This design comes from an exercise in tuning for small area on the open sky130 flow, not from production work. Function was checked by simulation only, so behaviour that the tests miss may differ from the original. The flow treats the clock pin as an ideal source. Dropping or thinning the clock tree relies on that and would not hold on a real chip. Power figures rest on the tool's default switching activity, not on a simulated workload.

// piano_master
module piano_master #(parameter CLKS_PER_BIT = 16)
    (
        input  i_Clock,
        input  i_Reset,
        input  i_RX_Serial,
        output o_TX_Serial
    );
==> flow/config.mk <==
export PLATFORM = sky130hd
export DESIGN_NAME = piano_master
export DESIGN_NICKNAME = piano_master
export VERILOG_FILES = /design/flow/design.v
export SDC_FILE = /design/flow/constraint.sdc
export NUM_CORES = 4
export LEC_CHECK = 0
export CAP_MARGIN = 0
export CORE_MARGIN = 2
export CORE_UTILIZATION = 50
export PLACE_DENSITY = 0.9
export SLEW_MARGIN = 0
==> flow/constraint.sdc <==
create_clock -name core_clock -period 10.0 [get_ports {i_Clock}]
set_input_delay 2.0000 -clock core_clock [delete_from_list [all_inputs] [get_ports {i_Clock}]]
set_output_delay 2.0000 -clock core_clock [all_outputs]
set_load 0.01 [all_outputs]
standard.sh (not shown) runs the stock make flow with config.mk's settings and CLKGATE_MAP_FILE= SYNTH_SCRIPT=/design/flow/synth_recipe.tcl, a recipe that flattens the netlist after the stock synthesis.
==> flow/flow/run.sh <==
#!/bin/bash
# Layout flow: the standard flow, with three changes.
#  1. After the standard synthesis, the combinational logic is re-mapped with a stronger ABC
#     script (flow/resyn.tcl, flow/deep.script; the smallest of several deepsyn seeds is kept);
#     every register keeps its instance, name and cell.
#  2. Ports are buffered with buf_1 instead of the default buffer.
#  3. CTS is replaced by a few clock buffers driven by the clock port, each driving one cluster
#     of register clock pins (flow/cts_hook.tcl).
# Each tool's output goes to a log file of its own in this folder.
set -euo pipefail
F=$(pwd)
R=$F/orfs/results/$FLOW_PLATFORM/piano_master/base
LIB=$FLOW_HOME/platforms/$FLOW_PLATFORM/lib/sky130_fd_sc_hd__tt_025C_1v80.lib
CLKBUF_CELL=sky130_fd_sc_hd__clkbuf_8
CLKBUF_COUNT=3
RESYN_SEEDS=16
[ -f flow/clk.cfg ] && source flow/clk.cfg

bash standard.sh synth > log_1_synth.log 2>&1
cp $R/1_2_yosys.v $F/std_1_2_yosys.v
bash flow/resyn_best.sh $F/std_1_2_yosys.v $F/resyn_1_2_yosys.v $LIB $FLOW_TOP $RESYN_SEEDS 4 > log_1_resyn.log 2>&1
cp $F/resyn_1_2_yosys.v $R/1_2_yosys.v
rm -f $R/1_synth.odb
bash standard.sh BUFFER_PORTS_ARGS="-buffer_cell sky130_fd_sc_hd__buf_1" \
  PRE_CTS_TCL=$F/flow/cts_hook.tcl CLKBUF_CELL=$CLKBUF_CELL CLKBUF_COUNT=$CLKBUF_COUNT \
  finish > log_2_layout.log 2>&1
==> flow/flow/clk.cfg <==
CLKBUF_CELL=sky130_fd_sc_hd__buf_4; CLKBUF_COUNT=4
Other scripts of this flow, unchanged in this note and not shown: flow/flow/cts_hook.tcl, flow/flow/deep.script, flow/flow/resyn.tcl, flow/flow/resyn_best.sh
Change:
==> flow/flow/clk.cfg (replaced) <==
CLKBUF_CELL=sky130_fd_sc_hd__buf_8; CLKBUF_COUNT=2
Settings changed: CORE_UTILIZATION 50 to 80.
What happened:
- The new run produced a clean layout
- core utilization rises by 30 points
- worst setup slack gets better by 98 ps
- clock skew rises by 5.4 ps
- critical path depth is unchanged
- routed wire length rises by roughly a tenth
- combinational power rises by a few percent
In every run of this note, the design's own scripts or RTL, not TritonCTS, make the clock network.

piano_master, a different RTL version from the one above (not shown whole).
Size in the first run: about 220 cells after synthesis, roughly 0.0017 mm² of cells after synthesis.
clock: 10.0 ns
lec_check: 0
cap_margin: 0
core_margin: 2
core_utilization: 50
place_density: 0.9
slew_margin: 0
==> flow/flow/run.sh <==
#!/bin/bash
# Layout flow: the standard flow, with three changes.
#  1. After the standard synthesis, the combinational logic is re-mapped with a stronger ABC
#     script (flow/resyn.tcl, flow/deep.script): the smallest of several deepsyn seeds is kept,
#     then the result is re-mapped again the same way for a few more rounds while it shrinks;
#     every register keeps its instance, name and cell.
#  2. Ports are buffered with buf_1 instead of the default buffer.
#  3. CTS is replaced by a few clock buffers driven by the clock port, each driving one cluster
#     of register clock pins (flow/cts_hook.tcl).
# Each tool's output goes to a log file of its own in this folder.
set -euo pipefail
F=$(pwd)
R=$F/orfs/results/$FLOW_PLATFORM/piano_master/base
LIB=$FLOW_HOME/platforms/$FLOW_PLATFORM/lib/sky130_fd_sc_hd__tt_025C_1v80.lib
CLKBUF_CELL=sky130_fd_sc_hd__clkbuf_8
CLKBUF_COUNT=3
RESYN_SEEDS=32
RESYN_MORE_SEEDS=16
RESYN_ROUNDS=4
[ -f flow/clk.cfg ] && source flow/clk.cfg

bash standard.sh synth > log_1_synth.log 2>&1
cp $R/1_2_yosys.v $F/std_1_2_yosys.v
mkdir -p $F/resyn_r1
(cd $F/resyn_r1 && bash $F/flow/resyn_best.sh $F/std_1_2_yosys.v $F/resyn_r1/best.v $LIB $FLOW_TOP $RESYN_SEEDS 4) > log_1_resyn_r1.log 2>&1
cur=$F/resyn_r1/best.v
curA=$(grep "^best" log_1_resyn_r1.log | awk '{print $NF}')
for r in $(seq 2 $RESYN_ROUNDS); do
  mkdir -p $F/resyn_r$r
  (cd $F/resyn_r$r && bash $F/flow/resyn_best.sh $cur $F/resyn_r$r/best.v $LIB $FLOW_TOP $RESYN_MORE_SEEDS 4) > log_1_resyn_r$r.log 2>&1
  A=$(grep "^best" log_1_resyn_r$r.log | awk '{print $NF}')
  if python3 -c "import sys; sys.exit(0 if $A < $curA else 1)"; then cur=$F/resyn_r$r/best.v; curA=$A; else break; fi
done
echo "kept $cur area $curA" > log_1_resyn.log
cp $cur $F/resyn_1_2_yosys.v
cp $F/resyn_1_2_yosys.v $R/1_2_yosys.v
rm -f $R/1_synth.odb
bash standard.sh BUFFER_PORTS_ARGS="-buffer_cell sky130_fd_sc_hd__buf_1" \
  PRE_CTS_TCL=$F/flow/cts_hook.tcl CLKBUF_CELL=$CLKBUF_CELL CLKBUF_COUNT=$CLKBUF_COUNT \
  finish > log_2_layout.log 2>&1
==> flow/flow/clk.cfg <==
CLKBUF_CELL=sky130_fd_sc_hd__buf_4; CLKBUF_COUNT=4
Other scripts of this flow, unchanged in this note and not shown: flow/flow/cts_hook.tcl, flow/flow/deep.script, flow/flow/resyn.tcl, flow/flow/resyn_best.sh
==> next run, changes <==
--- a/flow/flow/run.sh
+++ b/flow/flow/run.sh
@@ -4,2 +4 @@
-#     script (flow/resyn.tcl, flow/deep.script): the smallest of several deepsyn seeds is kept,
-#     then the result is re-mapped again the same way for a few more rounds while it shrinks;
+#     script (flow/resyn.tcl, flow/deep.script; the smallest of several deepsyn seeds is kept);
@@ -18,2 +16,0 @@
-RESYN_MORE_SEEDS=16
-RESYN_ROUNDS=4
@@ -24,12 +21 @@
-mkdir -p $F/resyn_r1
-(cd $F/resyn_r1 && bash $F/flow/resyn_best.sh $F/std_1_2_yosys.v $F/resyn_r1/best.v $LIB $FLOW_TOP $RESYN_SEEDS 4) > log_1_resyn_r1.log 2>&1
-cur=$F/resyn_r1/best.v
-curA=$(grep "^best" log_1_resyn_r1.log | awk '{print $NF}')
-for r in $(seq 2 $RESYN_ROUNDS); do
-  mkdir -p $F/resyn_r$r
-  (cd $F/resyn_r$r && bash $F/flow/resyn_best.sh $cur $F/resyn_r$r/best.v $LIB $FLOW_TOP $RESYN_MORE_SEEDS 4) > log_1_resyn_r$r.log 2>&1
-  A=$(grep "^best" log_1_resyn_r$r.log | awk '{print $NF}')
-  if python3 -c "import sys; sys.exit(0 if $A < $curA else 1)"; then cur=$F/resyn_r$r/best.v; curA=$A; else break; fi
-done
-echo "kept $cur area $curA" > log_1_resyn.log
-cp $cur $F/resyn_1_2_yosys.v
+bash flow/resyn_best.sh $F/std_1_2_yosys.v $F/resyn_1_2_yosys.v $LIB $FLOW_TOP $RESYN_SEEDS 4 > log_1_resyn.log 2>&1
==> flow/flow/clk.cfg (replaced) <==
CLKBUF_CELL=sky130_fd_sc_hd__clkbuf_8; CLKBUF_COUNT=3
- CORE_UTILIZATION: 50 -> 40
- PLACE_DENSITY: 0.9 -> 0.6
The new run passed the timing, DRC and antenna checks.
First-iteration DRC count goes down by 6.3%.
Synthesized area goes up by 1.1%.
Via count goes down by about 1.1%.
Design area goes up by 2.1%.
Clock power goes up by 13%.
==> next run, changes <==
==> flow/flow/clk.cfg (replaced) <==
CLKBUF_CELL=sky130_fd_sc_hd__buf_4; CLKBUF_COUNT=4
- CORE_UTILIZATION: 40 -> 50
- PLACE_DENSITY: 0.6 -> 0.9
What happened:
- utilization came out higher by 12 points
- cell area went down by 1.0%
- synthesized area is unchanged
- synthesized cell count is unchanged
- sequential cell count stays the same
- power came out lower by 3.5%
- global-route usage came out higher by 2.3 points
In every run of this note, the design's own scripts or RTL, not TritonCTS, make the clock network.

==> separate check: timing with driven ports <==
The flow's constraints put no driver on any port. The routed layouts listed below were extracted and timed again, unchanged, in two steps. Step 1 (the two cells are an assumption about what drives the block):
set clk [get_ports {i_Clock}]
set_driving_cell -lib_cell sky130_fd_sc_hd__clkbuf_16 $clk
set_driving_cell -lib_cell sky130_fd_sc_hd__buf_2 [delete_from_list [all_inputs] $clk]
Step 2 adds t to the input delays and takes it off the output delays; t is the mean of the earliest and latest rising clock arrival at the registers after step 1. Input paths then give back, and output paths get back, about the clock's delay inside the block. Three values: ideal, step 1, step 2; two values: the first two.
run	t (ns)	setup WS [ns]	hold slack, ns	worst data-port slew with drivers (ns)
the first run of note 1	0.179	5.666 / 5.617 / 5.796	0.440 / 0.440 / 0.440	0.03
the second run of note 1	0.173	5.764 / 5.720 / 5.894	0.451 / 0.451 / 0.451	0.03
the first run of note 2	0.169	6.058 / 6.016 / 6.185	0.449 / 0.449 / 0.449	0.03
the second run of note 2	0.188	5.899 / 5.856 / 6.044	0.428 / 0.428 / 0.428	0.03
the third run of note 2	0.178	5.857 / 5.808 / 5.986	0.433 / 0.433 / 0.433	0.03
After both steps setup and hold are still met in every run listed.
